Source: an optimization exercise on an open RTL-to-GDS flow (aim: small area). Production flows keep margins and buffers that such runs may drop. Function was checked by simulation only, so behaviour that the tests miss may differ from the original. Power is estimated from default activity; no workload was simulated.

===== flow/run.sh =====
#!/bin/bash
# synth_recipe.tcl (not shown) runs the flow's synth.tcl, then flattens the netlist and writes it again
# the make line also repeats each setting of config.mk as NAME=value (left out here)
make -C /OpenROAD-flow-scripts/flow DESIGN_CONFIG=/design/flow/config.mk WORK_HOME=/design/flow/orfs CLKGATE_MAP_FILE= SYNTH_SCRIPT=/design/flow/synth_recipe.tcl finish

===== flow/config.mk =====
export PLATFORM = sky130hd
export DESIGN_NAME = TopLevel
export DESIGN_NICKNAME = TopLevel
export VERILOG_FILES = /design/flow/design.v
export SDC_FILE = /design/flow/constraint.sdc
export NUM_CORES = 8
export LEC_CHECK = 0
export CAP_MARGIN = 20
export CORE_MARGIN = 2
export CORE_UTILIZATION = 60
export CTS_BUF_LIST = sky130_fd_sc_hd__clkbuf_8
export CTS_CLUSTER_DIAMETER = 50
export CTS_CLUSTER_SIZE = 20
export SLEW_MARGIN = 20

===== flow/design.v =====
module TopLevel (
    input  logic        clk, rst, interrupt,
    output logic [31:0] imem_addr,
    input  logic [31:0] imem_rdata,
    output logic [31:0] dmem_addr,
    output logic [31:0] dmem_wdata,
    output logic [3:0]  dmem_wmask,
    output logic        dmem_we,
    input  logic [31:0] dmem_rdata);
  localparam logic [2:0] INIT = 3'd0, S0 = 3'd1, S1 = 3'd2, S2 = 3'd3,
                         T0 = 3'd4, T1 = 3'd5, T2 = 3'd6;
  logic [2:0]  ph;         
  logic [2:0]  st;
  logic [29:0] pc;
  logic [31:0] a;          
  logic [31:0] t;          
  logic        mie_q, mpie_q, mtie_q;
  logic        carry_q, z_q, aux_q;
  logic [3:0]  prev_q;
  wire s0   = st == S0;
  wire s1   = st == S1;
  wire s2   = st == S2;
  wire t0   = st == T0;
  wire t1   = st == T1;
  wire t2   = st == T2;
  wire init = st == INIT;
  wire trap = t0 | t1 | t2;
  wire ph0  = ph == 3'd0;
  wire ph7  = ph == 3'd7;
  wire [31:0] ir  = imem_rdata;
  wire [4:0]  opc = ir[6:2];
  wire [2:0]  f3  = ir[14:12];
  wire [4:0]  rd  = ir[11:7];
  wire [4:0]  rs1 = ir[19:15];
  wire [4:0]  rs2 = ir[24:20];
  wire is_load  = opc == 5'b00000;
  wire is_opimm = opc == 5'b00100;
  wire is_auipc = opc == 5'b00101;
  wire is_store = opc == 5'b01000;
  wire is_op    = opc == 5'b01100;
  wire is_lui   = opc == 5'b01101;
  wire is_br    = opc == 5'b11000;
  wire is_jalr  = opc == 5'b11001;
  wire is_jal   = opc == 5'b11011;
  wire is_sys   = opc == 5'b11100;
  wire is_csr   = is_sys & (f3 != 3'b000);
  wire is_mret  = is_sys & (f3 == 3'b000) & ir[29];
  wire is_alu   = is_op | is_opimm;
  wire is_shift = is_alu & (f3[1:0] == 2'b01);
  wire is_slt   = is_alu & (f3[2:1] == 2'b01);
  wire is_logic = is_alu & f3[2] & (f3[1:0] != 2'b01);
  wire is_sub   = is_op & ir[30] & (f3 == 3'b000);
  wire csr_imm  = is_csr & f3[2];
  wire csr_reg  = is_csr & ~f3[2];
  wire len3 = (is_op & (is_shift | is_slt)) | csr_reg;
  wire len2 = is_jal | is_jalr | is_br | is_load | is_store | is_mret |
              (is_opimm & (is_shift | is_slt)) | (is_op & ~is_shift & ~is_slt) | csr_imm;
  wire last = (s0 & ~len2 & ~len3) | (s1 & ~len3) | s2 | t2;
  wire [11:0] csra = ir[31:20];
  wire c_mstatus = csra == 12'h300;
  wire c_mie     = csra == 12'h304;
  wire c_mip     = csra == 12'h344;
  wire c_mtvec   = csra == 12'h305;
  wire c_mepc    = csra == 12'h341;
  wire c_mcause  = csra == 12'h342;
  wire csr_wr    = (f3[1:0] == 2'b01) | (rs1 != 5'd0);
  wire cstep     = (csr_imm & s0) | (csr_reg & s1);    
  wire cwe       = cstep & csr_wr;
  wire sh_pre = is_shift & ((is_opimm & s0) | (is_op & s1));
  wire sh_wr  = is_shift & ((is_opimm & s1) | (is_op & s2));
  logic [5:0]   pa;
  logic [34:0]  wen;
  logic [3:0]   wdat;
  logic [139:0] onib;       
  assign onib[3:0] = 4'd0;
  genvar e;
  for (e = 1; e <= 34; e++) begin : g_rf
    logic [31:0] r;
    always_ff @(posedge clk) r <= {wen[e] ? wdat : r[3:0], r[31:4]};
    assign onib[4*e +: 4] = r[3:0];
  end
  always_comb begin
    pa = {1'b0, rs1};
    if (trap) pa = 6'd32;
    else if (is_mret) pa = 6'd33;
    else if (cstep) begin
      pa = 6'd0;
      if (c_mtvec)  pa = 6'd32;
      if (c_mepc)   pa = 6'd33;
      if (c_mcause) pa = 6'd34;
    end
    else if (((is_br | is_op) & s0) | (is_store & s1)) pa = {1'b0, rs2};
  end
  wire [3:0] p = onib[{pa, 2'b00} +: 4];
  logic [3:0] csyn;
  always_comb begin
    csyn = 4'd0;
    if (cstep) begin
      if (c_mstatus & ph == 3'd0) csyn = {mie_q, 3'b0};
      if (c_mstatus & ph == 3'd1) csyn = {mpie_q, 3'b0};
      if (c_mie     & ph == 3'd1) csyn = {mtie_q, 3'b0};
      if (c_mip     & ph == 3'd1) csyn = {interrupt, 3'b0};
    end
  end
  wire [3:0] pb = p | csyn;
  logic [31:0] imm;
  always_comb begin
    if (t1)                      imm = {27'd0, aux_q, aux_q, aux_q, 2'b00};
    else if (t2)                 imm = 32'h80000007;
    else if (t0)                 imm = 32'd0;
    else if (~s0)                imm = (is_jal | is_jalr) ? 32'd4 : {31'd0, aux_q};
    else if (is_store)           imm = {{20{ir[31]}}, ir[31:25], ir[11:7]};
    else if (is_br)              imm = {{19{ir[31]}}, ir[31], ir[7], ir[30:25], ir[11:8], 1'b0};
    else if (is_lui | is_auipc)  imm = {ir[31:12], 12'b0};
    else if (is_jal)             imm = {{11{ir[31]}}, ir[31], ir[19:12], ir[20], ir[30:21], 1'b0};
    else if (is_csr)             imm = {27'd0, rs1};
    else if (is_op | is_mret)     imm = 32'd0;
    else                         imm = {{20{ir[31]}}, ir[31:20]};
  end
  wire [3:0] immnib = imm[{ph, 2'b00} +: 4];
  wire [31:0] pcw = {pc, 2'b00};
  wire [3:0] pcnib = pcw[{ph, 2'b00} +: 4];
  wire xsel_pc = (s0 & (is_auipc | is_jal | is_br)) | (s1 & (is_jal | is_jalr)) | t0;
  wire xsel_p  = (s0 & (is_jalr | is_load | is_store | (is_opimm & ~is_shift) | csr_imm | is_mret | is_op)) |
                 (s1 & (is_br | is_op | csr_reg)) | t1;
  wire ysel_t  = (s1 & (is_op | is_br | is_csr)) | (s2 & csr_reg);
  wire [3:0] xo = xsel_pc ? pcnib : xsel_p ? pb : 4'd0;
  wire [3:0] yo = ysel_t ? t[3:0] : immnib;
  wire sub = (s0 & is_opimm & is_slt) | (s1 & (is_br | (is_op & (is_slt | is_sub))));
  wire [3:0] yv  = yo ^ {4{sub}};
  wire       cin = ph0 ? sub : carry_q;
  wire [4:0] sum5 = {1'b0, xo} + {1'b0, yv} + {4'd0, cin};
  wire [3:0] sum = sum5[3:0];
  wire       cout = sum5[4];
  logic [3:0] lut;
  always_comb begin
    if (is_csr) lut = (f3[1:0] == 2'b01) ? 4'b1010 : (f3[1:0] == 2'b10) ? 4'b1110 : 4'b0100;
    else        lut = (f3[1:0] == 2'b00) ? 4'b0110 : (f3[1:0] == 2'b10) ? 4'b1110 : 4'b1000;
  end
  logic [3:0] lres;
  always_comb for (int i = 0; i < 4; i++) lres[i] = lut[{xo[i], yo[i]}];
  wire use_logic = (s0 & is_opimm & is_logic) | (s1 & is_op & is_logic) | cstep;
  wire [3:0] res = use_logic ? lres : sum;
  wire uns   = is_br ? f3[1] : f3[0];
  wire lt    = uns ? ~cout : ((xo[3] ^ yo[3]) ? xo[3] : sum[3]);
  wire eq    = z_q & (sum == 4'd0);
  wire taken = f3[2] ? (lt ^ f3[0]) : (eq ^ f3[0]);
  wire [2:0] q = a[4:2];
  wire [1:0] r = a[1:0];
  wire left = ~f3[2];
  wire [2:0] depth = left ? q : 3'd7 - q;
  logic [3:0] tap;
  always_comb begin
    case (depth)
      3'd0: tap = pb;
      3'd1: tap = t[31:28];
      3'd2: tap = t[27:24];
      3'd3: tap = t[23:20];
      3'd4: tap = t[19:16];
      3'd5: tap = t[15:12];
      3'd6: tap = t[11:8];
      default: tap = t[7:4];
    endcase
  end
  wire [3:0] phq = {1'b0, ph} + {1'b0, q};
  logic [3:0] tapv;
  always_comb begin
    if (left) tapv = (sh_wr & (ph >= q)) ? tap : 4'd0;
    else      tapv = (sh_pre | (phq <= 4'd6)) ? tap : {4{aux_q}};
  end
  wire [2:0] shr = left ? (3'd4 - {1'b0, r}) : {1'b0, r};
  wire [7:0] win = {tapv, prev_q} >> shr;
  wire [3:0] shout = win[3:0];
  wire [1:0] off = a[1:0];
  wire [2:0] lidx = ph + {off, 1'b0};
  wire [3:0] lraw = dmem_rdata[{lidx, 2'b00} +: 4];
  wire lsgn = ~f3[2] & ((f3[1:0] == 2'b00) ? dmem_rdata[{off, 3'b111}] : dmem_rdata[{off[1], 4'b1111}]);
  wire lfill = ((f3[1:0] == 2'b00) & (ph >= 3'd2)) | ((f3[1:0] == 2'b01) & (ph >= 3'd4));
  wire [3:0] ldnib = lfill ? {4{lsgn}} : lraw;
  wire done = ph7 & last;
  wire jump = (s1 & (is_jal | is_jalr | (is_br & taken) | is_mret)) | t2;
  wire irq  = interrupt & mie_q & mtie_q;
  logic [29:0] pc_base, pc_next;
  logic [30:0] pc_c;
  always_comb begin
    pc_base = jump ? a[31:2] : pc;
    pc_c[0] = ~jump;
    for (int i = 0; i < 30; i++) begin
      pc_next[i] = pc_base[i] ^ pc_c[i];
      pc_c[i+1] = pc_base[i] & pc_c[i];
    end
  end
  wire a_we = (s0 & (is_load | is_store | is_jal | is_jalr | is_br | is_shift | is_mret)) | t1;
  wire gwe = (s0 & (is_lui | is_auipc | (is_opimm & ~is_shift & ~is_slt))) |
             (s1 & (is_jal | is_jalr | (is_opimm & (is_shift | is_slt)) |
                    (is_op & ~is_shift & ~is_slt) | is_load | csr_imm)) |
             (s2 & len3);
  always_comb begin
    wdat = res;
    if (s1 & is_load) wdat = ldnib;
    if (sh_wr) wdat = shout;
    if (ph0 & cwe & c_mtvec) wdat[1] = 1'b0;
    if (ph0 & cwe & c_mepc)  wdat[1:0] = 2'b00;
    if (init) wdat = 4'd0;
  end
  always_comb begin
    wen = '0;
    for (int i = 1; i < 32; i++) wen[i] = gwe & (rd == i);
    wen[32] = init | (cwe & c_mtvec);
    wen[33] = init | (cwe & c_mepc) | t0;
    wen[34] = init | (cwe & c_mcause) | t2;
  end
  assign imem_addr = pcw;
  assign dmem_addr = a;
  assign dmem_wdata = {pb, t[31:4]};
  assign dmem_we = is_store & s1 & (ph == {~off, 1'b1});
  always_comb begin
    case (f3[1:0])
      2'b00:   dmem_wmask = 4'b0001 << off;
      2'b01:   dmem_wmask = off[1] ? 4'b1100 : 4'b0011;
      default: dmem_wmask = 4'b1111;
    endcase
  end
  always_ff @(posedge clk) begin
    t <= {pb, t[31:4]};
    carry_q <= cout;
    z_q <= (ph0 | z_q) & (sum == 4'd0);
    prev_q <= tapv;
    for (int j = 0; j < 8; j++) if (a_we && ph == j) a[4*j +: 4] <= res;
    if (t0 & ph0) aux_q <= p[0];
    else if (ph7 & ((s0 & is_opimm & is_slt) | (s1 & is_op & is_slt))) aux_q <= lt;
    else if (ph7 & sh_pre) aux_q <= pb[3] & ir[30];
  end
  always_ff @(posedge clk) begin
    if (rst) begin
      ph <= 3'd0;
      st <= INIT;
      pc <= 30'd0;
      mie_q <= 1'b0;
      mpie_q <= 1'b0;
      mtie_q <= 1'b0;
    end else begin
      ph <= ph + 3'd1;
      if (done) pc <= pc_next;
      if (ph7) begin
        case (st)
          INIT:    st <= irq ? T0 : S0;
          S0:      st <= last ? (irq ? T0 : S0) : S1;
          S1:      st <= last ? (irq ? T0 : S0) : S2;
          S2:      st <= irq ? T0 : S0;
          T0:      st <= T1;
          T1:      st <= T2;
          default: st <= S0;
        endcase
      end
      if (cwe & c_mstatus & (ph == 3'd0)) mie_q <= res[3];
      if (cwe & c_mstatus & (ph == 3'd1)) mpie_q <= res[3];
      if (cwe & c_mie & (ph == 3'd1)) mtie_q <= res[3];
      if (s1 & is_mret & ph7) begin
        mie_q <= mpie_q;
        mpie_q <= 1'b1;
      end
      if (t0 & ph0) begin
        mpie_q <= mie_q;
        mie_q <= 1'b0;
      end
    end
  end
endmodule

===== flow/constraint.sdc =====
create_clock -name core_clock -period 20.0 [get_ports {clk}]
set_input_delay 4.0000 -clock core_clock [delete_from_list [all_inputs] [get_ports {clk}]]
set_output_delay 4.0000 -clock core_clock [all_outputs]
set_load 0.01 [all_outputs]

==> results.txt, run 1 <==
Max Cap Violations 0; leading cell type in the layout, fill and taps excluded dfxtp_1; CTS Buf Count 84; CTS Buffer Depth 3; Pleak 14.8 nW; Max Fclk 0.0561 GHz; Ys Warns 1; slew margin rel. 24.1%; commonest register cell after synthesis dfxtp_1; Std-Cell Rows 86; Worst-Margin Slew 1140 ps; worst setup margin 2160 ps; area fraction of the dominant cell type after synthesis 69.2%; gpl congestion 0.959; Worst Hold Path EP g_rf[30].r[10]$_DFF_P_; critical path type primary input to register; Routed Antenna Nets 0; status complete, no violations; clock root buffer clkbuf_8; # setup viols final 0; global-route wire length before repair 115 mm; 1st-iter DRT viols 1389; Worst R2R Setup Slack 6080 ps; number of global-route vias before repair 18843; slowest CP cell o31a_1; wire length per cell 22.2 µm; Synth Instances 2538; worst-path fanout max 16; CP most frequent cell ha_1; Fin Setup TNS 0 ps; number of buffers added on ports 163; Via Count 19286; Distinct cells, synth 95; die height 241 µm; EDFF count, synth 33; WP depth 57; Fin. Hold Viols 0; Seq/Total Area, Yosys 72.1%; most frequent cells in the layout dfxtp_1 (1164), nand2_1 (186), clkdlybuf4s50_1 (163); clock slew at reported path FFs 100 ps; DRC 0; Core ar. 55300 µm²; pwr dens 102 nW/µm²; critical path required time 20530 ps; worst path bufs/invs 5; die area 58100 µm²; CP Capture Type register; layout cells sized above 1 13.3%; synth top area cells dfxtp_1 (69%), mux2_2 (5.3%), edfxtp_1 (2.9%); CTS Hold Buffers Added 0; Max Clock Skew 80.4 ps; hold path cells 0; Hold Path Class register to register; unrepaired setup endpoints after global routing false; r2r endpoint pc[29]$_SDFFE_PP0P_; die span in x 241 µm; Global Route Usage Sum 26.5%; cell taking the most area after synthesis dfxtp_1; fin. max-slew vios 0; Post-Place Setup Slack 1640 ps; VDD IR-drop max 0.120 mV; routed vias/inst 5.53; crit path DAT 18370 ps; min Tclk post-route 17840 ps; flops & latches, synth 1198; R2R cell count 54; Routed WL 77.5 mm; CP startpoint kind primary input; fin nets 2813; Worst R2R Start st[2]$_SDFFE_PP0N_; CP peak stage delay 690 ps; clock latency on the worst-skew pair 730 ps; gr ovfl total 0; CTS tree built; synthesis-to-layout area growth 11.5%; Synth Cell Area 33700 µm²; PostCTS Resize Cnt 0; drt pass-1 iters 5; crit-path leading delay family adder cells; clk sinks 1198; syn avg cell area 13.3 µm²; hold path start g_rf[30].r[14]$_DFF_P_; Initial Util 61.0%; Post-synth ARST share 0%; CTS HTree Levels 3; Setup Buffers After CTS 0; pin count of the biggest net entering global routing 41; # IOs 168; final worst-path cycle share 89.2%; initial antenna violation count 2; total power 3.84 mW; dpl hpwl 54.8 mm
[sequential cells by signal (all words and copies together), names as in the netlist]
register / count
ph: 3
g_rf.r: 1088
st: 3
aux_q: 1
mpie_q: 1
carry_q: 1
a: 32
mie_q: 1
mtie_q: 1
pc: 30
t: 32
prev_q: 4
z_q: 1
[worst register-to-register path, delay by kind of cell (launching register included)]
kind            cells  cell delay, ps
fa+ha+maj          29            5630
compound gates     13            3570
simple gates        6            2200
flops               1             960
mux                 3             740
buf+inv             2             450
xor+xnor            1             160
[synth_stat cells, types with 11 or more instances]
master,n
mux4_2,21
nor3_1,29
inv_1,33
a31oi_1,26
nand4_1,16
a221oi_1,13
and3_1,18
o21ai_0,55
nor2b_1,24
a22oi_1,11
nand3_1,57
buf_2,21
nor2_1,107
a211oi_1,15
nand2b_1,12
buf_4,37
nand2_1,187
o211ai_1,11
mux2_2,158
ha_1,51
dfxtp_1,1165
a21o_1,12
and2_1,15
clkbuf_1,53
mux2i_1,48
edfxtp_1,33
a21oi_1,92
[report_power, final]
group          total, mW  switching (mW)  internal [mW]
clock               1.26           0.766          0.492
combinational      0.164          0.0995         0.0644
sequential          2.42         0.00977           2.41
total               3.84           0.875           2.96
[stage by stage]
| step | hold WS, ps | cells | cell area [µm²] | utilization, % |
|---|---|---|---|---|
| after detailed placement | 312 | 3354 | 35800 | 64.8 |
| after CTS | 279 | 3484 | 37600 | 67.9 |
| after global placement | 310 | 3354 | 35800 | 64.8 |
| after floorplan | 310 | 2539 | 33700 | - |
| after global routing | 283 | 3485 | 37600 | 67.9 |
| final | 284 | 3487 | 37600 | 67.9 |
[layout make-up]
type | count | area [µm²]
antenna | 3 | 7.51
clock buffer | 92 | 1270
clock inverter | 38 | 462
fill | 4007 | 17700
inverter | 36 | 135
multi-input combinational | 1179 | 8600
sequential | 1198 | 24300
tap | 748 | 936
timing repair buffer | 193 | 1860
[how the worst max path moves through the flow]
| stage | end | slack (ps) | startpoint |
|---|---|---|---|
| after floorplan | pc[29]$_SDFFE_PP0P_ | 4930 | imem_rdata[12] |
| after global placement | pc[29]$_SDFFE_PP0P_ | 1810 | imem_rdata[5] |
| after detailed placement | pc[29]$_SDFFE_PP0P_ | 1640 | imem_rdata[12] |
| after CTS | pc[29]$_SDFFE_PP0P_ | 2350 | imem_rdata[12] |
| after global routing | pc[29]$_SDFFE_PP0P_ | 1410 | imem_rdata[12] |
| final | pc[29]$_SDFFE_PP0P_ | 2160 | imem_rdata[12] |
[layer usage]
| layer | track usage (%) | vias to the layer above | part of all wire (%) |
|---|---|---|---|
| met2 | 42.6 | 715 | 45 |
| met5 | 0 | - | 0 |
| met3 | 4.27 | 169 | 6.1 |
| met1 | 36.9 | 9374 | 45 |
| met4 | 8.89 | 0 | 3.3 |
| li1 | - | 9028 | - |
[kinds of logic (layout without fill, tap and decap cells)]
group	Yosys count	after routing	share of synthesized area (%)
and+or+nand+nor	514	514	7.37
muxes	234	234	8.34
AOI/OAI and AO/OA	361	361	7.30
DFF	1198	1198	72.1
adders and majority gates	54	54	2.07
other	1	5	0.0111
xor gates and xnor gates	14	14	0.364
buffers and inverters	162	359	2.43
==> inputs of run 2 (changes only) <==
--- a/flow/config.mk
+++ b/flow/config.mk
@@ -9,6 +9,6 @@
 export CORE_MARGIN = 2
 export CORE_UTILIZATION = 60
-export CTS_BUF_LIST = sky130_fd_sc_hd__clkbuf_8
-export CTS_CLUSTER_DIAMETER = 50
-export CTS_CLUSTER_SIZE = 20
+export CTS_BUF_LIST = sky130_fd_sc_hd__clkbuf_4
+export CTS_CLUSTER_DIAMETER = 40
+export CTS_CLUSTER_SIZE = 8
 export SLEW_MARGIN = 20
==> results.txt, run 2 <==
CTS tree built; Initial Util 61.0% (unchanged); Max Cap Violations 0 (unchanged); Post-Place Setup Slack 1640 ps (unchanged); Worst-Margin Slew 1080 ps (-62.5 ps); flops & latches, synth 1198 (unchanged); critical path required time 20880 ps (+350 ps); CTS Hold Buffers Added 0 (unchanged); 1st-iter DRT viols 1366 (-1.7%); PostCTS Resize Cnt 0 (unchanged); initial antenna violation count 3 (+1); Ys Warns 1 (unchanged); clk sinks 1198 (unchanged); synthesis-to-layout area growth 11.5% (about the same); DP Area 35800 µm² (unchanged); die height 241 µm (unchanged); # setup viols final 0 (unchanged); layout cells sized above 1 15.8% (+2.5 points); cell with the most instances after synthesis dfxtp_1; CTS HTree Levels 4 (+1); Setup Buffers After CTS 0 (unchanged); area fraction of the dominant cell type after synthesis 69.2% (unchanged); number of buffers added on ports 163 (unchanged); EDFF count, synth 33 (unchanged); drt pass-1 iters 6 (+1); routed vias/inst 5.54 (+0.15%); Fin. Hold Viols 0 (unchanged); Distinct cells, synth 95 (unchanged); number of global-route vias before repair 19630 (+4.2%); DRC 0 (unchanged); total power 3.84 mW (about the same); VDD IR-drop max 0.0885 mV (-26%); Synth Cell Area 33700 µm² (unchanged); # IOs 168 (unchanged); synth top area cells dfxtp_1 (69%), mux2_2 (5.3%), edfxtp_1 (2.9%); min Tclk post-route 17440 ps (-396 ps); fin. max-slew vios 0 (unchanged); Largest register FFs 1088 (unchanged); Post-synth ARST share 0% (unchanged); pin count of the biggest net entering global routing 41 (unchanged); CP most frequent cell ha_1; Hold Path Class register to register; placed insts 3354 (unchanged); worst setup margin 2560 ps (+396 ps); clock root buffer clkbuf_4; cell area after layout 37600 µm² (about the same); commonest register cell after synthesis dfxtp_1; Fin Setup TNS 0 ps (unchanged); die span in x 241 µm (unchanged); global-route wire length before repair 116 mm (+1.1%); wire length per cell 21.8 µm (-1.9%); critical path type primary input to register; Seq. cell area 24300 µm² (unchanged); multi-input logic area 8600 µm² (unchanged); WHS 283 ps (-1.13 ps); slew margin rel. 28.3% (+4.2 points); CP startpoint kind primary input; top flop regs g_rf.r: 1088 flops, a: 32 flops, t: 32 flops; top cells by count, synth dfxtp_1 (1165), nand2_1 (187), mux2_2 (158); fill count 4055 (+1.2%); die area 58100 µm² (unchanged); final worst-path cycle share 87.2% (-2.0 points); Via Count 19792 (+2.6%); Max Clock Skew 64.8 ps (-15.6 ps); Max Fclk 0.0573 GHz (+2.3%); crit path DAT 18320 ps (-50 ps); Pleak 14.9 nW (+0.90%); clock slew at reported path FFs 100 ps (about the same); cell taking the most area after synthesis dfxtp_1; gpl congestion 0.959 (unchanged); CTS Buffer Depth 3 (unchanged); gr ovfl total 0 (unchanged); unrepaired setup endpoints after global routing false; syn avg cell area 13.3 µm² (unchanged); Finished Layout Cells 3573 (+2.5%); fin nets 2906 (+3.3%); CTS Buf Count 177 (+110%); slowest CP cell o31a_1; Core ar. 55300 µm² (unchanged); status complete, no violations; largest register by flop count g_rf.r; leading cell type in the layout, fill and taps excluded dfxtp_1; clock latency on the worst-skew pair 1010 ps (+280 ps); Seq/Total Area, Yosys 72.1% (unchanged); pwr dens 102 nW/µm² (about the same); Synth Instances 2538 (unchanged); CP peak stage delay 700 ps (about the same); most frequent cells in the layout dfxtp_1 (1164), nand2_1 (186), clkbuf_4 (182); Routed Antenna Nets 0 (unchanged); worst-path fanout max 16 (unchanged); CP Capture Type register; Std-Cell Rows 86 (unchanged); Global Route Usage Sum 27.0% (+0.43 points); final core utilization 68.0% (about the same); Routed WL 77.9 mm (+0.50%); dpl hpwl 54.8 mm (unchanged)
-- run 2: critical path, delay by kind of cell --
kind,cells,cell delay [ps]
adders and majority gates,30,6090
and+or+nand+nor,8,2590
buffers and inverters,4,1200
muxes,3,960
xor gates and xnor gates,1,160
AOI/OAI and AO/OA,11,3250
-- run 2: metal layers --
metal | part of all wire, % | vias up | global-route usage, %
li1 | - | 9271 | -
met5 | 0 | - | 0
met2 | 46 | 766 | 42.7
met3 | 7.1 | 153 | 5.90
met1 | 44 | 9602 | 36.3
met4 | 3.1 | 0 | 10.7
-- run 2: final timing paths --
kind	from	endpoint	slack [ps]	cells after the start
hold / removal	g_rf[2].r[27]$_DFF_P_	g_rf[2].r[23]$_DFF_P_	280	0
hold reg to reg	g_rf[2].r[27]$_DFF_P_	g_rf[2].r[23]$_DFF_P_	280	0
setup reg to reg	st[2]$_SDFFE_PP0N_	pc[29]$_SDFFE_PP0P_	6140	54
setup / recovery	imem_rdata[12]	pc[29]$_SDFFE_PP0P_	2560	57
-- run 2: cells by family (layout without fill, tap and decap cells) --
logic type                 Yosys count  in the layout  synth area share [%]
DFF                               1198           1198                  72.1
and+or+nand+nor                    514            514                  7.37
AOI/OAI and AO/OA                  361            361                  7.30
muxes                              234            234                  8.34
buffers and inverters              162            443                  2.43
adders and majority gates           54             54                  2.07
xor gates and xnor gates            14             14                 0.364
other                                1              7                0.0111
-- run 2: layout make-up --
| cell class | instances | share of cell area, % |
|---|---|---|
| clock inverters | 32 | 0.959 |
| multi-input cells | 1179 | 22.9 |
| repair buffers | 193 | 4.94 |
| flip-flops and latches | 1198 | 64.7 |
| diodes | 5 | 0.0333 |
| well taps | 748 | 2.49 |
| clock buffers | 182 | 3.64 |
| inverters | 36 | 0.360 |
-- run 2: power by group --
part | switching [mW] | leakage (nW) | internal, mW | total [mW]
registers | 0.00983 | 9.69 | 2.40 | 2.41
clock network | 0.756 | 0.999 | 0.503 | 1.26
logic | 0.0992 | 4.22 | 0.0644 | 0.164
total | 0.865 | 14.9 | 2.97 | 3.84
==> inputs of run 3 (changes only) <==
==> flow/flow/run.sh (new file) <==
#!/bin/bash
# The standard layout, with the smallest buffer on every port.
set -euo pipefail
bash standard.sh BUFFER_PORTS_ARGS="-buffer_cell sky130_fd_sc_hd__buf_1" finish > standard.log 2>&1
==> flow/standard.sh (new file) <==
#!/bin/bash
# synth_recipe.tcl (not shown) runs the flow's synth.tcl, then flattens the netlist and writes it again
# the make line also repeats each setting of config.mk as NAME=value (left out here)
make -C /OpenROAD-flow-scripts/flow DESIGN_CONFIG=/design/flow/config.mk WORK_HOME=/design/flow/orfs CLKGATE_MAP_FILE= SYNTH_SCRIPT=/design/flow/synth_recipe.tcl "${@:-finish}"
removed: flow/run.sh
==> results.txt, run 3 <==
status complete, no violations; Largest register FFs 1088 (unchanged); Worst-Margin Slew 1010 ps (-62.5 ps); Initial Util 61.0% (unchanged); gr ovfl total 0 (unchanged); final worst-path cycle share 83.8% (-3.4 points); Worst R2R Setup Slack 6520 ps (+380 ps); CP Capture Type register; cell taking the most area after synthesis dfxtp_1; Ys Warns 1 (unchanged); wire length per cell 21.3 µm (-2.3%); synth top area cells dfxtp_1 (69%), mux2_2 (5.3%), edfxtp_1 (2.9%); Core ar. 55300 µm² (unchanged); Synth Cell Area 33700 µm² (unchanged); critical path required time 20910 ps (+30 ps); slew margin rel. 30.7% (+2.4 points); cell with the most instances after synthesis dfxtp_1; layout cells sized above 1 15.8% (+0.035 points); Hold Path Class register to register; Finished Layout Cells 3577 (+0.11%); Post-synth ARST share 0% (unchanged); CP most frequent cell ha_1; unrepaired setup endpoints after global routing false; fill count 4191 (+3.4%); CP startpoint kind primary input; Max Cap Violations 0 (unchanged); clock slew at reported path FFs 90 ps (about the same); synthesis-to-layout area growth 8.45%; syn avg cell area 13.3 µm² (unchanged); die area 58100 µm² (unchanged); Std-Cell Rows 86 (unchanged); Seq/Total Area, Yosys 72.1% (unchanged); worst-path fanout max 33 (+17); global-route wire length before repair 114 mm (-1.4%); 1st-iter DRT viols 1364 (-0.15%); Synth Instances 2538 (unchanged); Routed WL 76.2 mm (-2.2%); DRC 0 (unchanged); GRT met2 Usage 41.0% (-1.7 points); die height 241 µm (unchanged); initial antenna violation count 7 (+4); Seq. cell area 24300 µm² (unchanged); Worst R2R Start st[0]$_SDFFE_PP0N_; Global Route Usage Sum 26.7% (-0.32 points); Routed Antenna Nets 0 (unchanged); hold path start g_rf[4].r[22]$_DFF_P_; fin. max-slew vios 0 (unchanged); clock root buffer clkbuf_4; EDFF count, synth 33 (unchanged); r2r endpoint pc[29]$_SDFFE_PP0P_; R2R cell count 53 (-1.9%); Max Clock Skew 84.8 ps (+20.0 ps); most used routing layer met2; fin nets 2906 (unchanged); Fin. Hold Viols 0 (unchanged); min Tclk post-route 16770 ps (-674 ps); Distinct cells, synth 95 (unchanged); gpl congestion 0.929 (-3.2%); number of global-route vias before repair 19360 (-1.4%); pwr dens 104 nW/µm² (+1.8%); Worst Hold Path EP g_rf[4].r[18]$_DFF_P_; crit path DAT 17680 ps (-640 ps); most frequent cells in the layout dfxtp_1 (1164), nand2_1 (187), clkbuf_4 (184); Via Count 19591 (-1.0%); CTS tree built; dpl hpwl 53.2 mm (-2.9%); routed vias/inst 5.48 (-1.1%); number of buffers added on ports 163 (unchanged); hold path cells 0 (unchanged); PostCTS Resize Cnt 0 (unchanged); critical path type primary input to register; pin count of the biggest net entering global routing 41 (unchanged); Max Fclk 0.0596 GHz (+4.0%); CTS Hold Buffers Added 0 (unchanged); # IOs 168 (unchanged); placed insts 3356 (+0.060%); largest register by flop count g_rf.r; VDD IR-drop max 0.108 mV (+22%); commonest register cell after synthesis dfxtp_1; met3 Track Usage GR 6.42% (+0.51 points); leading cell type in the layout, fill and taps excluded dfxtp_1; multi-input logic area 8600 µm² (unchanged); clock latency on the worst-skew pair 1050 ps (+40 ps); flops & latches, synth 1198 (unchanged); # setup viols final 0 (unchanged); CTS Buf Count 175 (-1.1%); CTS Buffer Depth 3 (unchanged); WHS 285 ps (+2.43 ps); CP peak stage delay 760 ps (+60 ps); drt pass-1 iters 6 (unchanged); CTS HTree Levels 4 (unchanged); CP Launch Point imem_rdata[12]; total power 3.80 mW (-0.98%); slowest CP cell a311oi_1; Setup Buffers After CTS 0 (unchanged); die span in x 241 µm (unchanged); clk sinks 1198 (unchanged); Pleak 14.5 nW (-2.9%); Fin Setup TNS 0 ps (unchanged); met1 Usage GRT 35.8% (-0.51 points); top cells by count, synth dfxtp_1 (1165), nand2_1 (187), mux2_2 (158); top flop regs g_rf.r: 1088 flops, a: 32 flops, t: 32 flops; area fraction of the dominant cell type after synthesis 69.2% (unchanged)
[run 3: cells by family after synthesis]
family / Yosys count / share of synthesized area, %
flip-flops: 1198 / 72.1
AND/OR/NAND/NOR: 514 / 7.37
AO/OA/AOI/OAI: 361 / 7.30
multiplexers: 234 / 8.34
buffers and inverters: 162 / 2.43
adder cells (fa/ha/maj): 54 / 2.07
XOR/XNOR: 14 / 0.364
other: 1 / 0.0111
[run 3: through the flow]
step	setup WS, ps	instance area [µm²]	utilization [%]
global route	2630	36600	66.1
global placement	2400	34800	63.0
floorplan	4930	33700	-
finish	3230	36600	66.1
detailed placement	2320	34800	63.0
CTS	3470	36500	66.1
[run 3: layer usage]
metal / up-vias / routed length [µm] / share of wire (%)
li1: 9287 / - / -
met1: 9372 / 34200 / 45
met2: 745 / 34000 / 45
met3: 183 / 5070 / 6.7
met4: 4 / 2960 / 3.9
met5: - / 26 / 0.034
[run 3: report_power, final]
group / switching, mW / internal, mW
registers: 0.00980 / 2.40
clock network: 0.750 / 0.492
logic: 0.0960 / 0.0461
total: 0.856 / 2.94
[run 3: worst max path at each step]
| stage | endpoint | slack (ps) | cells past startpoint |
|---|---|---|---|
| floorplan | pc[29]$_SDFFE_PP0P_ | 4930 | 56 |
| global placement | pc[29]$_SDFFE_PP0P_ | 2400 | 55 |
| detailed placement | pc[29]$_SDFFE_PP0P_ | 2320 | 55 |
| CTS | pc[29]$_SDFFE_PP0P_ | 3470 | 55 |
| global route | pc[29]$_SDFFE_PP0P_ | 2630 | 57 |
| finish | pc[29]$_SDFFE_PP0P_ | 3230 | 55 |
[run 3: area by class of cell]
type	count	area share, %
well taps	748	2.56
clock buffers	184	3.78
repair buffers	195	2.33
flip-flops and latches	1198	66.5
inverters	36	0.370
multi-input cells	1179	23.5
diodes	9	0.0616
clock inverters	28	0.862
[run 3: worst max-delay path: cells and delay by family]
kind                     cells  cell delay (ps)
AO/OA/AOI/OAI               10             2640
XOR/XNOR                     1              150
adder cells (fa/ha/maj)     29             5850
buffers and inverters        5             1320
multiplexers                 2              560
AND/OR/NAND/NOR              8             3120
==> inputs of run 4 (changes only) <==
--- a/flow/design.v
+++ b/flow/design.v
@@ -212,5 +212,5 @@
   end
   assign imem_addr = pcw;
-  assign dmem_addr = a;
+  assign dmem_addr = {a[31:2], 2'b00};
   assign dmem_wdata = {pb, t[31:4]};
   assign dmem_we = is_store & s1 & (ph == {~off, 1'b1});
==> flow/flow/run.sh (replaced) <==
#!/bin/bash
# The standard layout, with two changes:
#  - after the standard synthesis, its combinational logic is mapped again by
#    ABC for area; flip-flops keep their instances, names and cell types;
#  - every port gets the smallest buffer.
# Each tool's output goes to a log file of its own in this folder.
set -euo pipefail
RES="$PWD/orfs/results/$FLOW_PLATFORM/TopLevel/base"
BP="BUFFER_PORTS_ARGS=-buffer_cell sky130_fd_sc_hd__buf_1"
YOSYS="${FLOW_HOME}/../tools/install/yosys/bin/yosys"
command -v yosys >/dev/null 2>&1 && YOSYS="$(command -v yosys)"
LIB="${FLOW_HOME}/platforms/${FLOW_PLATFORM}/lib/sky130_fd_sc_hd__tt_025C_1v80.lib"

# standard synthesis
bash standard.sh "$BP" "$RES/1_2_yosys.v" > standard_synth.log 2>&1
cp "$RES/1_2_yosys.v" "$RES/1_2_yosys_std.v"

# area remap of the combinational cells
DU=""
for c in $(cat flow/dont_use.txt); do DU="$DU -dont_use $c"; done
cat > remap.ys <<EOT
read_liberty -ignore_miss_func $LIB
delete sky130_fd_sc_hd__*df* sky130_fd_sc_hd__*dl* sky130_fd_sc_hd__conb_*
write_verilog -noattr remap_models.v
design -reset
read_liberty -lib $LIB
read_verilog -sv $RES/1_2_yosys_std.v
hierarchy -top $FLOW_TOP
techmap -map remap_models.v
techmap
rename -hide w:*.*
opt -fast -purge
abc -liberty $LIB $DU -script $PWD/flow/area.abc
opt_clean -purge
hilomap -singleton -hicell sky130_fd_sc_hd__conb_1 HI -locell sky130_fd_sc_hd__conb_1 LO
rename -hide w:*.*
splitnets
opt_clean -purge
insbuf -buf sky130_fd_sc_hd__buf_4 A X
check -assert
stat -liberty $LIB
write_verilog -noattr -nohex -nodec $RES/1_2_yosys.v
EOT
"$YOSYS" -s remap.ys > remap.log 2>&1

# the rest of the standard flow
bash standard.sh "$BP" finish > standard.log 2>&1
==> flow/flow/area.abc (new file) <==
strash
dch -f
map -a
topo
==> flow/flow/dont_use.txt (new file) <==
sky130_fd_sc_hd__probe_p_8
sky130_fd_sc_hd__probec_p_8
sky130_fd_sc_hd__lpflow_bleeder_1
sky130_fd_sc_hd__lpflow_clkbufkapwr_1
sky130_fd_sc_hd__lpflow_clkbufkapwr_16
sky130_fd_sc_hd__lpflow_clkbufkapwr_2
sky130_fd_sc_hd__lpflow_clkbufkapwr_4
sky130_fd_sc_hd__lpflow_clkbufkapwr_8
sky130_fd_sc_hd__lpflow_clkinvkapwr_1
sky130_fd_sc_hd__lpflow_clkinvkapwr_16
sky130_fd_sc_hd__lpflow_clkinvkapwr_2
sky130_fd_sc_hd__lpflow_clkinvkapwr_4
sky130_fd_sc_hd__lpflow_clkinvkapwr_8
sky130_fd_sc_hd__lpflow_decapkapwr_12
sky130_fd_sc_hd__lpflow_decapkapwr_3
sky130_fd_sc_hd__lpflow_decapkapwr_4
sky130_fd_sc_hd__lpflow_decapkapwr_6
sky130_fd_sc_hd__lpflow_decapkapwr_8
sky130_fd_sc_hd__lpflow_inputiso0n_1
sky130_fd_sc_hd__lpflow_inputiso0p_1
sky130_fd_sc_hd__lpflow_inputiso1n_1
sky130_fd_sc_hd__lpflow_inputiso1p_1
sky130_fd_sc_hd__lpflow_inputisolatch_1
sky130_fd_sc_hd__lpflow_isobufsrc_1
sky130_fd_sc_hd__lpflow_isobufsrc_16
sky130_fd_sc_hd__lpflow_isobufsrc_2
sky130_fd_sc_hd__lpflow_isobufsrc_4
sky130_fd_sc_hd__lpflow_isobufsrc_8
sky130_fd_sc_hd__lpflow_isobufsrckapwr_16
sky130_fd_sc_hd__lpflow_lsbuf_lh_hl_isowell_tap_1
sky130_fd_sc_hd__lpflow_lsbuf_lh_hl_isowell_tap_2
sky130_fd_sc_hd__lpflow_lsbuf_lh_hl_isowell_tap_4
sky130_fd_sc_hd__lpflow_lsbuf_lh_isowell_4
sky130_fd_sc_hd__lpflow_lsbuf_lh_isowell_tap_1
sky130_fd_sc_hd__lpflow_lsbuf_lh_isowell_tap_2
sky130_fd_sc_hd__lpflow_lsbuf_lh_isowell_tap_4
--- a/flow/config.mk
+++ b/flow/config.mk
@@ -9,6 +9,6 @@
 export CORE_MARGIN = 2
 export CORE_UTILIZATION = 60
-export CTS_BUF_LIST = sky130_fd_sc_hd__clkbuf_4
-export CTS_CLUSTER_DIAMETER = 40
-export CTS_CLUSTER_SIZE = 8
+export CTS_BUF_LIST = sky130_fd_sc_hd__clkbuf_16
+export CTS_CLUSTER_DIAMETER = 60
+export CTS_CLUSTER_SIZE = 30
 export SLEW_MARGIN = 20
==> results.txt, run 4 <==
unrepaired setup endpoints after global routing false; slowest CP cell nor2_1; leading cell type in the layout, fill and taps excluded dfxtp_1; pwr dens 110 nW/µm² (+5.9%); routed vias/inst 5.54 (+1.2%); final worst-path cycle share 87.9% (+4.0 points); Largest register FFs 1088 (unchanged); CTS Buffer Depth 3 (unchanged); clock root buffer clkbuf_16; Worst-Margin Slew 1350 ps (+335 ps); slew margin rel. 9.01% (-22 points); CP Capture Type register; worst-path fanout max 45 (+36%); Fin. Hold Viols 0 (unchanged); Via Count 20406 (+4.2%); CP startpoint kind primary input; CP most frequent cell nor2_1; CTS Buf Count 55 (-69%); largest register by flop count g_rf.r; VDD IR-drop max 0.103 mV (-4.4%); fin. max-slew vios 0 (unchanged); Std-Cell Rows 84 (-2.3%); Fin Setup TNS 0 ps (unchanged); number of global-route vias before repair 19145 (-1.1%); drt pass-1 iters 7 (+1); layout cells sized above 1 3.71% (-12 points); # IOs 168 (unchanged); synthesis-to-layout area growth 9.07%; # setup viols final 0 (unchanged); Worst R2R Setup Slack 6470 ps (-50 ps); CTS HTree Levels 2 (-2); fin nets 3038 (+4.5%); Setup Buffers After CTS 0 (unchanged); DRC 0 (unchanged); worst path bufs/invs 20 (+15); Global Route Usage Sum 28.2% (+1.5 points); Max Cap Violations 0 (unchanged); number of buffers added on ports 161 (-1.2%); Routed WL 79.2 mm (+3.9%); initial antenna violation count 4 (-3); Core ar. 52800 µm² (-4.6%); wire length per cell 21.5 µm (+0.94%); 1st-iter DRT viols 2150 (+58%); gpl congestion 0.963 (+3.7%); die area 55400 µm² (-4.7%); clock latency on the worst-skew pair 660 ps (-390 ps); min Tclk post-route 17570 ps (+804 ps); PostCTS Resize Cnt 0 (unchanged); clock slew at reported path FFs 110 ps (+20 ps); gr ovfl total 0 (unchanged); die span in x 235 µm (-2.4%); Max Clock Skew 48.7 ps (-36.1 ps); top flop regs g_rf.r: 1088 flops, a: 32 flops, t: 32 flops; most frequent cells in the layout dfxtp_1 (1165), nand2_1 (341), o21ai_0 (244); clk sinks 1198 (unchanged); CTS tree built; CP peak stage delay 830 ps (+70 ps); crit path DAT 18080 ps (+400 ps); dpl hpwl 55.4 mm (+4.1%); Pleak 13.0 nW (-10%); Routed Antenna Nets 0 (unchanged); status complete, no violations; pin count of the biggest net entering global routing 46 (+12%); syn avg cell area 11.5 µm² (-13%); cell area after layout 35000 µm² (-4.3%); crit-path leading delay family simple AND/OR/NAND/NOR gates; Synth Instances 2787 (+9.8%); DP Area 33300 µm² (-4.4%); Synth Cell Area 32100 µm² (-4.8%); CTS Hold Buffers Added 0 (unchanged); Initial Util 60.8% (-0.13 points); global-route wire length before repair 118 mm (+3.1%); critical path type primary input to register; Max Fclk 0.0569 GHz (-4.6%); Ys Warns 1 (unchanged); critical path required time 20510 ps (-400 ps); die height 235 µm (-2.4%); Hold Path Class register to register
==> run 4: cell types whose count changed in the layout (fill, tap and decap cells not counted), sizes merged, moves of 27 or more <==
| cell | delta |
|---|---|
| clkinv | +199 |
| o21ai | +182 |
| mux2 | -164 |
| nand2 | +154 |
| nor2 | +133 |
| clkbuf | -127 |
| ha | -51 |
| mux2i | -44 |
| a21oi | +29 |
| inv | -27 |
| o22ai | +27 |
==> run 4: metal layers <==
| metal | GRT usage [%] | up-vias | part of all wire, % |
|---|---|---|---|
| li1 | - | 9629 | - |
| met1 | 42.0 | 9827 | 47 |
| met2 | 43.1 | 819 | 44 |
| met3 | 4.20 | 129 | 7.0 |
| met4 | 7.99 | 2 | 2.5 |
| met5 | 0 | - | 0.019 |
==> run 4: cell type report <==
| cell class | instances | area (µm²) |
|---|---|---|
| inverter | 210 | 788 |
| multi-input combinational | 1320 | 6550 |
| timing repair buffer | 186 | 790 |
| clock buffer | 57 | 1430 |
| sequential | 1198 | 24300 |
| tap | 688 | 861 |
| antenna | 4 | 10.0 |
| clock inverter | 19 | 270 |
| fill | 3952 | 17800 |
==> run 4: power by group <==
group / internal, mW / switching (mW) / leakage (nW)
clock: 0.550 / 0.745 / 0.836
combinational: 0.0343 / 0.103 / 2.48
sequential: 2.41 / 0.0113 / 9.69
total: 2.99 / 0.859 / 13.0
==> run 4: through the flow <==
stage                     utilization [%]  setup WS [ps]  power [mW]  hold slack [ps]  std cells
after CTS                            66.3           2800        3.86              296       3677
after global placement               63.1           2580        2.61              309       3601
after detailed placement             63.1           2180        2.61              312       3601
after floorplan                         -           4870        2.55              310       2790
final                                66.3           2430        3.85              298       3682
after global routing                 66.3            941        3.96              295       3681
==> run 4: worst register-to-register path: cells and delay by family, from the launching register on <==
family          cells  cell delay [ps]
flops               1              620
buf+inv            20             3830
compound gates     11             1910
simple gates       42             7040
==> run 4: worst paths after layout <==
check,start,end,cells past startpoint
max,imem_rdata[5],pc[29]$_SDFFE_PP0P_,74
min,g_rf[29].r[19]$_DFF_P_,g_rf[29].r[15]$_DFF_P_,0
max reg2reg,st[0]$_SDFFE_PP0N_,pc[29]$_SDFFE_PP0P_,73
min reg2reg,g_rf[29].r[19]$_DFF_P_,g_rf[29].r[15]$_DFF_P_,0
==> inputs of run 5 (changes only) <==
--- a/flow/config.mk
+++ b/flow/config.mk
@@ -9,6 +9,6 @@
 export CORE_MARGIN = 2
 export CORE_UTILIZATION = 60
-export CTS_BUF_LIST = sky130_fd_sc_hd__clkbuf_16
-export CTS_CLUSTER_DIAMETER = 60
-export CTS_CLUSTER_SIZE = 30
+export CTS_BUF_LIST = sky130_fd_sc_hd__clkbuf_8
+export CTS_CLUSTER_DIAMETER = 40
+export CTS_CLUSTER_SIZE = 20
 export SLEW_MARGIN = 20
==> results.txt, run 5 <==
status complete, no violations; die area 55400 µm² (unchanged); Ys Warns 1 (unchanged); largest register by flop count g_rf.r; min Tclk post-route 17400 ps (-174 ps); DRC 0 (unchanged); Max Cap Violations 0 (unchanged); critical path required time 20640 ps (+130 ps); Synth Instances 2787 (unchanged); 1st-iter DRT viols 2204 (+2.5%); pwr dens 116 nW/µm² (+5.4%); syn avg cell area 11.5 µm² (unchanged); initial antenna violation count 4 (unchanged); Global Route Usage Sum 28.1% (-0.042 points); # IOs 168 (unchanged); Routed Antenna Nets 0 (unchanged); most frequent cells in the layout dfxtp_1 (1165), nand2_1 (341), o21ai_0 (244); Max Clock Skew 55.4 ps (+6.67 ps); clk sinks 1198 (unchanged); die height 235 µm (unchanged); synthesis-to-layout area growth 11.9%; number of global-route vias before repair 19645 (+2.6%); die span in x 235 µm (unchanged); slowest CP cell nor2_1; Routed WL 78.7 mm (-0.67%); Hold Path Class register to register; dpl hpwl 55.4 mm (unchanged); GRT met2 Usage 42.2% (-0.90 points); most used routing layer met2; CTS tree built; final worst-path cycle share 87.0% (-0.87 points); CP startpoint kind primary input; PostCTS Resize Cnt 0 (unchanged); routed vias/inst 5.43 (-2.0%); top flop regs g_rf.r: 1088 flops, a: 32 flops, t: 32 flops; CP peak stage delay 790 ps (-40 ps); VDD IR-drop max 0.125 mV (+21%); Std-Cell Rows 84 (unchanged); met3 Track Usage GR 5.41% (+1.2 points); Setup Buffers After CTS 0 (unchanged); Worst-Margin Slew 1260 ps (-89.3 ps); final core utilization 68.0% (+1.7 points); critical path type primary input to register; fin. max-slew vios 0 (unchanged); wire length per cell 20.7 µm (-3.9%); Synth Cell Area 32100 µm² (unchanged); CTS Buffer Depth 3 (unchanged); number of buffers added on ports 161 (unchanged); leading cell type in the layout, fill and taps excluded dfxtp_1; fill count 3887 (-1.6%); multi-input logic area 6550 µm² (unchanged); Fin. Hold Viols 0 (unchanged); Largest register FFs 1088 (unchanged); CTS Buf Count 107 (+95%); Max Fclk 0.0575 GHz (+1.0%); clock root buffer clkbuf_8; fin nets 3090 (+1.7%); drt pass-1 iters 6 (-1); CTS Hold Buffers Added 0 (unchanged); CP most frequent cell nor2_1; Fin Setup TNS 0 ps (unchanged); Core ar. 52800 µm² (unchanged); Seq. cell area 24300 µm² (unchanged); slew margin rel. 15.5% (+6.4 points); clock latency on the worst-skew pair 750 ps (+90 ps); clock slew at reported path FFs 100 ps (about the same); unrepaired setup endpoints after global routing false; Initial Util 60.8% (unchanged); Pleak 13.5 nW (+3.8%); global-route wire length before repair 117 mm (-0.30%); worst-path fanout max 45 (unchanged); layout cells sized above 1 7.51% (+3.8 points); crit path DAT 18040 ps (-40 ps); pin count of the biggest net entering global routing 46 (unchanged); met1 Usage GRT 41.7% (-0.30 points); gr ovfl total 0 (unchanged); WHS 299 ps (+1.25 ps); CTS HTree Levels 3 (+1); gpl congestion 0.963 (unchanged); CP Capture Type register; Via Count 20687 (+1.4%); # setup viols final 0 (unchanged)
[run 5: cell count changes in the layout (fill, tap and decap cells not counted), moves of 4 or more]
cell | before | now
bufinv_16 | 1 | 10
clkbuf_16 | 57 | 0
clkbuf_8 | 0 | 113
clkinv_2 | 0 | 13
clkinv_4 | 0 | 9
clkinv_8 | 1 | 7
clkinvlp_4 | 1 | 9
inv_1 | 4 | 8
inv_12 | 3 | 7
inv_6 | 2 | 13
inv_8 | 1 | 12
[run 5: final timing paths]
check,slack (ps),depth (start not counted),to,start
worst min register to register,300,0,g_rf[1].r[5]$_DFF_P_,g_rf[1].r[9]$_DFF_P_
worst max-delay path,2600,74,pc[29]$_SDFFE_PP0P_,imem_rdata[5]
worst max register to register,6530,69,pc[29]$_SDFFE_PP0P_,st[0]$_SDFFE_PP0N_
worst min-delay path,300,0,g_rf[1].r[5]$_DFF_P_,g_rf[1].r[9]$_DFF_P_
[run 5: through the flow]
| step | instances | power, mW | setup WS, ps | instance area (µm²) |
|---|---|---|---|---|
| floorplan | 2790 | 2.55 | 4870 | 32100 |
| global placement | 3601 | 2.61 | 2580 | 33300 |
| detailed placement | 3601 | 2.61 | 2180 | 33300 |
| CTS | 3803 | 4.19 | 2960 | 35900 |
| global route | 3807 | 4.29 | 1110 | 35900 |
| finish | 3807 | 4.16 | 2600 | 35900 |
[run 5: area by class of cell]
class,count,area share (%)
multi-input combinational,1320,18.2
timing repair buffer,186,2.20
antenna,3,0.0209
clock inverter,89,2.89
sequential,1198,67.7
clock buffer,113,4.33
tap,688,2.40
inverter,210,2.20
[run 5: where the power goes]
group          total [mW]  internal (mW)  switching (mW)
sequential           2.42           2.41          0.0113
clock                1.61          0.717           0.889
combinational       0.137         0.0342           0.103
total                4.16           3.16            1.00
[run 5: worst max-delay path: cells and delay by family]
family	cells	cell delay [ps]
AOI/OAI and AO/OA	11	1910
buffers and inverters	20	4110
and+or+nand+nor	43	7960
[run 5: layer usage]
metal  share of wire [%]  vias up
li1                    -     9801
met1                  47     9933
met2                  44      818
met3                 7.2      133
met4                 2.2        2
met5               0.019        -
==> inputs of run 6 (changes only) <==
--- a/flow/flow/run.sh
+++ b/flow/flow/run.sh
@@ -45,3 +45,4 @@
 
 # the rest of the standard flow
-bash standard.sh "$BP" finish > standard.log 2>&1
+CTS="CTS_ARGS=-sink_clustering_enable -repair_clock_nets -sink_clustering_size 30 -sink_clustering_max_diameter 60 -buf_list sky130_fd_sc_hd__clkbuf_16 -tree_buf sky130_fd_sc_hd__clkbuf_4 -dont_use_dummy_load"
+bash standard.sh "$BP" "$CTS" finish > standard.log 2>&1
--- a/flow/config.mk
+++ b/flow/config.mk
@@ -9,6 +9,6 @@
 export CORE_MARGIN = 2
 export CORE_UTILIZATION = 60
-export CTS_BUF_LIST = sky130_fd_sc_hd__clkbuf_8
+export CTS_BUF_LIST = sky130_fd_sc_hd__clkbuf_4
 export CTS_CLUSTER_DIAMETER = 40
-export CTS_CLUSTER_SIZE = 20
+export CTS_CLUSTER_SIZE = 8
 export SLEW_MARGIN = 20
==> results.txt, run 6 <==
Routed WL 78.6 mm (about the same); Synth Cell Area 32100 µm² (unchanged); leading cell type in the layout, fill and taps excluded dfxtp_1; Fin Setup TNS 0 ps (unchanged); CTS Buf Count 55 (-49%); final core utilization 65.7% (-2.3 points); status complete, no violations; hold path start g_rf[29].r[19]$_DFF_P_; Worst R2R Start st[0]$_SDFFE_PP0N_; Max Fclk 0.0569 GHz (-0.99%); drt pass-1 iters 6 (unchanged); fin. max-slew vios 0 (unchanged); Synth Instances 2787 (unchanged); critical path required time 20480 ps (-160 ps); hold path cells 0 (unchanged); Ys Warns 1 (unchanged); routed vias/inst 5.55 (+2.1%); die span in x 235 µm (unchanged); CTS Buffer Depth 3 (unchanged); Max Clock Skew 94.2 ps (+38.8 ps); clk sinks 1198 (unchanged); # setup viols final 0 (unchanged); VDD IR-drop max 0.104 mV (-17%); syn avg cell area 11.5 µm² (unchanged); Pleak 12.8 nW (-4.8%); clock root buffer clkbuf_16; 1st-iter DRT viols 2223 (+0.86%); Setup Buffers After CTS 0 (unchanged); initial antenna violation count 4 (unchanged); global-route wire length before repair 117 mm (-0.55%); Fin. Hold Viols 0 (unchanged); worst-path fanout max 45 (unchanged); gr ovfl total 0 (unchanged); CP peak stage delay 790 ps (about the same); largest register by flop count g_rf.r; Core ar. 52800 µm² (unchanged); Max Cap Violations 0 (unchanged); Worst Hold Path EP g_rf[29].r[15]$_DFF_P_; Initial Util 60.8% (unchanged); CP Capture Type register; Largest register FFs 1088 (unchanged); critical path type primary input to register; Global Route Usage Sum 27.9% (-0.19 points); synthesis-to-layout area growth 8.08%; WP depth 75 (+1.4%); CP startpoint kind primary input; r2r endpoint pc[29]$_SDFFE_PP0P_; most frequent cells in the layout dfxtp_1 (1165), nand2_1 (341), o21ai_0 (244); CTS tree built; Worst R2R Setup Slack 6580 ps (+50 ps); crit path DAT 18050 ps (about the same); R2R cell count 73 (+5.8%); Std-Cell Rows 84 (unchanged); pin count of the biggest net entering global routing 46 (unchanged); die height 235 µm (unchanged); pwr dens 107 nW/µm² (-7.4%); CTS HTree Levels 2 (-1); min Tclk post-route 17570 ps (+173 ps); top flop regs g_rf.r: 1088 flops, a: 32 flops, t: 32 flops; slowest CP cell nor2_1; Worst-Margin Slew 1210 ps (-45.8 ps); layout cells sized above 1 3.20% (-4.3 points); die area 55400 µm² (unchanged); worst path bufs/invs 20 (unchanged); Routed Antenna Nets 0 (unchanged); total power 3.72 mW (-11%); number of buffers added on ports 161 (unchanged); # IOs 168 (unchanged); CTS Hold Buffers Added 0 (unchanged); PostCTS Resize Cnt 0 (unchanged); wire length per cell 21.5 µm (+3.9%); unrepaired setup endpoints after global routing false; clock slew at reported path FFs 100 ps (about the same); DRC 0 (unchanged); number of global-route vias before repair 19118 (-2.7%); dpl hpwl 55.4 mm (unchanged); WHS 263 ps (-36.0 ps); slew margin rel. 18.1% (+2.7 points); clock latency on the worst-skew pair 650 ps (-100 ps); crit-path leading delay family simple AND/OR/NAND/NOR gates; final worst-path cycle share 87.9% (+0.87 points); CP most frequent cell nor2_1; Hold Path Class register to register; Via Count 20309 (-1.8%); gpl congestion 0.963 (unchanged); fin nets 3038 (-1.7%)
run 6: layer usage:
metal	wire [µm]	track usage, %	part of all wire, %
met4	2050	8.36	2.6
met1	36600	41.5	47
met3	5610	4.24	7.1
met5	0	0	0
met2	34300	42.6	44
run 6: how the worst max path moves through the flow:
stage / start / endpoint / slack (ps)
6_report: imem_rdata[2] / pc[29]$_SDFFE_PP0P_ / 2430
5_1_grt: imem_rdata[5] / pc[29]$_SDFFE_PP0P_ / 900
4_1_cts: imem_rdata[2] / pc[29]$_SDFFE_PP0P_ / 2760
3_5_place_dp: imem_rdata[5] / pc[29]$_SDFFE_PP0P_ / 2180
3_3_place_gp: imem_rdata[5] / pc[29]$_SDFFE_PP0P_ / 2580
2_1_floorplan: imem_rdata[2] / pc[29]$_SDFFE_PP0P_ / 4870
run 6: report_power, final:
part | switching (mW) | internal [mW]
combinational | 0.103 | 0.0342
sequential | 0.0113 | 2.41
clock | 0.675 | 0.490
total | 0.789 | 2.93
run 6: through the flow:
| step | cell area, µm² | std cells | worst slack, ps |
|---|---|---|---|
| 2_1_floorplan | 32100 | 2790 | 4870 |
| 3_3_place_gp | 33300 | 3601 | 2580 |
| 3_5_place_dp | 33300 | 3601 | 2180 |
| 4_1_cts | 34700 | 3656 | 2760 |
| 5_1_grt | 34700 | 3660 | 899 |
| 6_report | 34700 | 3662 | 2430 |
run 6: worst register-to-register path, delay by kind of cell (launching register included):
family / cells / cell delay [ps]
and+or+nand+nor: 42 / 7050
buffers and inverters: 20 / 3790
AOI/OAI and AO/OA: 11 / 1910
DFF: 1 / 600
run 6: layout make-up:
class	count	area, µm²
Sequential cell	1198	24300
Fill cell	3991	18100
Multi-Input combinational cell	1320	6550
Clock buffer	55	1380
Tap cell	688	861
Timing Repair Buffer	186	790
Inverter	210	788
Antenna cell	5	12.5
==> inputs of run 7 (changes only) <==
--- a/flow/flow/run.sh
+++ b/flow/flow/run.sh
@@ -45,4 +45,4 @@
 
 # the rest of the standard flow
-CTS="CTS_ARGS=-sink_clustering_enable -repair_clock_nets -sink_clustering_size 30 -sink_clustering_max_diameter 60 -buf_list sky130_fd_sc_hd__clkbuf_16 -tree_buf sky130_fd_sc_hd__clkbuf_4 -dont_use_dummy_load"
+CTS="CTS_ARGS=-sink_clustering_enable -repair_clock_nets -sink_clustering_size 36 -sink_clustering_max_diameter 60 -buf_list sky130_fd_sc_hd__clkbuf_16 -tree_buf sky130_fd_sc_hd__clkbuf_4 -root_buf sky130_fd_sc_hd__clkbuf_4 -dont_use_dummy_load"
 bash standard.sh "$BP" "$CTS" finish > standard.log 2>&1
==> results.txt, run 7 <==
crit-path leading delay family simple AND/OR/NAND/NOR gates; WHS 213 ps (-49.7 ps); CP startpoint kind primary input; die area 55400 µm² (unchanged); Via Count 20323 (+0.069%); CP Capture Type register; pwr dens 105 nW/µm² (-2.1%); slowest CP cell nor2_1; initial antenna violation count 5 (+1); unrepaired setup endpoints after global routing false; Routed Antenna Nets 0 (unchanged); Std-Cell Rows 84 (unchanged); critical path type primary input to register; number of buffers added on ports 161 (unchanged); clk sinks 1198 (unchanged); gr ovfl total 0 (unchanged); 1st-iter DRT viols 2192 (-1.4%); Largest register FFs 1088 (unchanged); CP most frequent cell nor2_1; Max Clock Skew 191 ps (+96.4 ps); fin. max-slew vios 0 (unchanged); Core ar. 52800 µm² (unchanged); Pleak 12.7 nW (-0.78%); pin count of the biggest net entering global routing 46 (unchanged); crit path DAT 18040 ps (about the same); drt pass-1 iters 6 (unchanged); clock root buffer clkbuf_4; CP Launch Point imem_rdata[2]; # IOs 168 (unchanged); VDD IR-drop max 0.104 mV (+0.30%); WP depth 75 (unchanged); top flop regs g_rf.r: 1088 flops, a: 32 flops, t: 32 flops; CP peak stage delay 790 ps (about the same); Setup Buffers After CTS 0 (unchanged); min Tclk post-route 17280 ps (-294 ps); r2r endpoint pc[29]$_SDFFE_PP0P_; clock slew at reported path FFs 120 ps (+20 ps); Synth Cell Area 32100 µm² (unchanged); Worst setup endpoint pc[29]$_SDFFE_PP0P_; # setup viols final 0 (unchanged); most frequent cells in the layout dfxtp_1 (1165), nand2_1 (341), o21ai_0 (244); Ys Warns 1 (unchanged); CTS tree built; DRC 0 (unchanged); Max Fclk 0.0579 GHz (+1.7%); worst path bufs/invs 20 (unchanged); die height 235 µm (unchanged); Max Cap Violations 0 (unchanged); Worst R2R Setup Slack 6460 ps (-120 ps); largest register by flop count g_rf.r; worst-path fanout max 45 (unchanged); routed vias/inst 5.56 (+0.21%); final worst-path cycle share 86.4% (-1.5 points); CTS Buffer Depth 3 (unchanged); gpl congestion 0.963 (unchanged); leading cell type in the layout, fill and taps excluded dfxtp_1; status complete, no violations; CTS Hold Buffers Added 0 (unchanged); die span in x 235 µm (unchanged); fin nets 3033 (-0.16%); Synth Instances 2787 (unchanged); dpl hpwl 55.4 mm (unchanged); Routed WL 77.8 mm (-1.0%); number of global-route vias before repair 18985 (-0.70%); syn avg cell area 11.5 µm² (unchanged); slew margin rel. 18.3% (+0.19 points); clock latency on the worst-skew pair 1030 ps (+380 ps); R2R cell count 73 (unchanged); global-route wire length before repair 116 mm (-1.1%); Fin Setup TNS 0 ps (unchanged); Initial Util 60.8% (unchanged); wire length per cell 21.3 µm (-0.91%); CTS Buf Count 50 (-9.1%); Fin. Hold Viols 0 (unchanged); Worst-Margin Slew 1210 ps (-2.77 ps); Hold Path Class register to register; PostCTS Resize Cnt 0 (unchanged); synthesis-to-layout area growth 7.42%; layout cells sized above 1 3.04% (-0.16 points); total power 3.62 mW (-2.7%); CTS HTree Levels 2 (unchanged); Worst R2R Start st[0]$_SDFFE_PP0N_; critical path required time 20760 ps (+280 ps); Global Route Usage Sum 27.6% (-0.37 points)
[run 7: through the flow]
| step | util [%] | instances | setup WS [ps] | cell area [µm²] |
|---|---|---|---|---|
| final | 65.3 | 3657 | 2720 | 34500 |
| after global routing | 65.3 | 3656 | 1220 | 34500 |
| after CTS | 65.3 | 3651 | 3100 | 34500 |
| after detailed placement | 63.1 | 3601 | 2180 | 33300 |
| after global placement | 63.1 | 3601 | 2580 | 33300 |
| after floorplan | - | 2790 | 4870 | 32100 |
[run 7: layout make-up]
cell class	instances	area [µm²]
fill	4026	18300
sequential	1198	24300
tap	688	861
multi-input combinational	1320	6550
antenna	5	12.5
inverter	210	788
timing repair buffer	186	790
clock buffer	50	1160
[run 7: metal layers]
metal | track usage, % | vias to the layer above | wire length, µm
li1 | - | 9592 | -
met3 | 4.01 | 122 | 5330
met2 | 41.6 | 807 | 33900
met1 | 41.4 | 9802 | 36600
met5 | 0 | - | 0
met4 | 8.15 | 0 | 1930
[run 7: how the worst min path moves through the flow]
stage,from,endpoint,slack [ps],cells after the start
2_1_floorplan,g_rf[10].r[4]$_DFF_P_,g_rf[10].r[0]$_DFF_P_,310,0
3_3_place_gp,g_rf[12].r[12]$_DFF_P_,g_rf[12].r[8]$_DFF_P_,310,0
3_5_place_dp,g_rf[12].r[4]$_DFF_P_,g_rf[12].r[0]$_DFF_P_,310,0
4_1_cts,g_rf[27].r[11]$_DFF_P_,g_rf[27].r[7]$_DFF_P_,190,0
5_1_grt,g_rf[26].r[19]$_DFF_P_,g_rf[26].r[15]$_DFF_P_,200,0
6_report,g_rf[29].r[23]$_DFF_P_,g_rf[29].r[19]$_DFF_P_,210,0
[run 7: where the power goes]
part | leakage [nW] | switching [mW] | internal, mW
clock network | 0.578 | 0.659 | 0.405
logic | 2.48 | 0.103 | 0.0342
registers | 9.69 | 0.0114 | 2.41
total | 12.7 | 0.773 | 2.85

## separate check: timing with driven ports
In the flow no input, the clock included, has a driving cell. The finished layouts below were timed again as built, in two steps.
Step 1 assumes that a clkbuf_16 drives the clock port and a buf_2 every other input.
Step 2 moves the port delays by t, midway between the first and last clock arrival at a register: inputs arrive t later, outputs are due t later. That takes back most of the time a late clock gives input paths.
Three values: ideal ports, drivers, drivers and shift; two values: the first two.
run	t, ns	setup WS [ns]	worst slew at a driven data input, ns
run 1	0.748	2.164 / 2.148 / 1.400	0.11
run 2	1.028	2.560 / 2.545 / 1.516	0.11
run 3	1.066	3.233 / 3.219 / 2.153	0.13
run 4	0.691	2.430 / 2.398 / 1.708	0.12
run 5	0.780	2.603 / 2.561 / 1.781	0.12
run 6	0.660	2.430 / 2.405 / 1.745	0.13
run 7	0.990	2.724 / 2.700 / 1.710	0.12
After both steps every run listed still meets setup and hold. For run 3, which loses most, drivers alone change the setup slack by -0.014 ns; drivers and shift together by -1.080 ns.
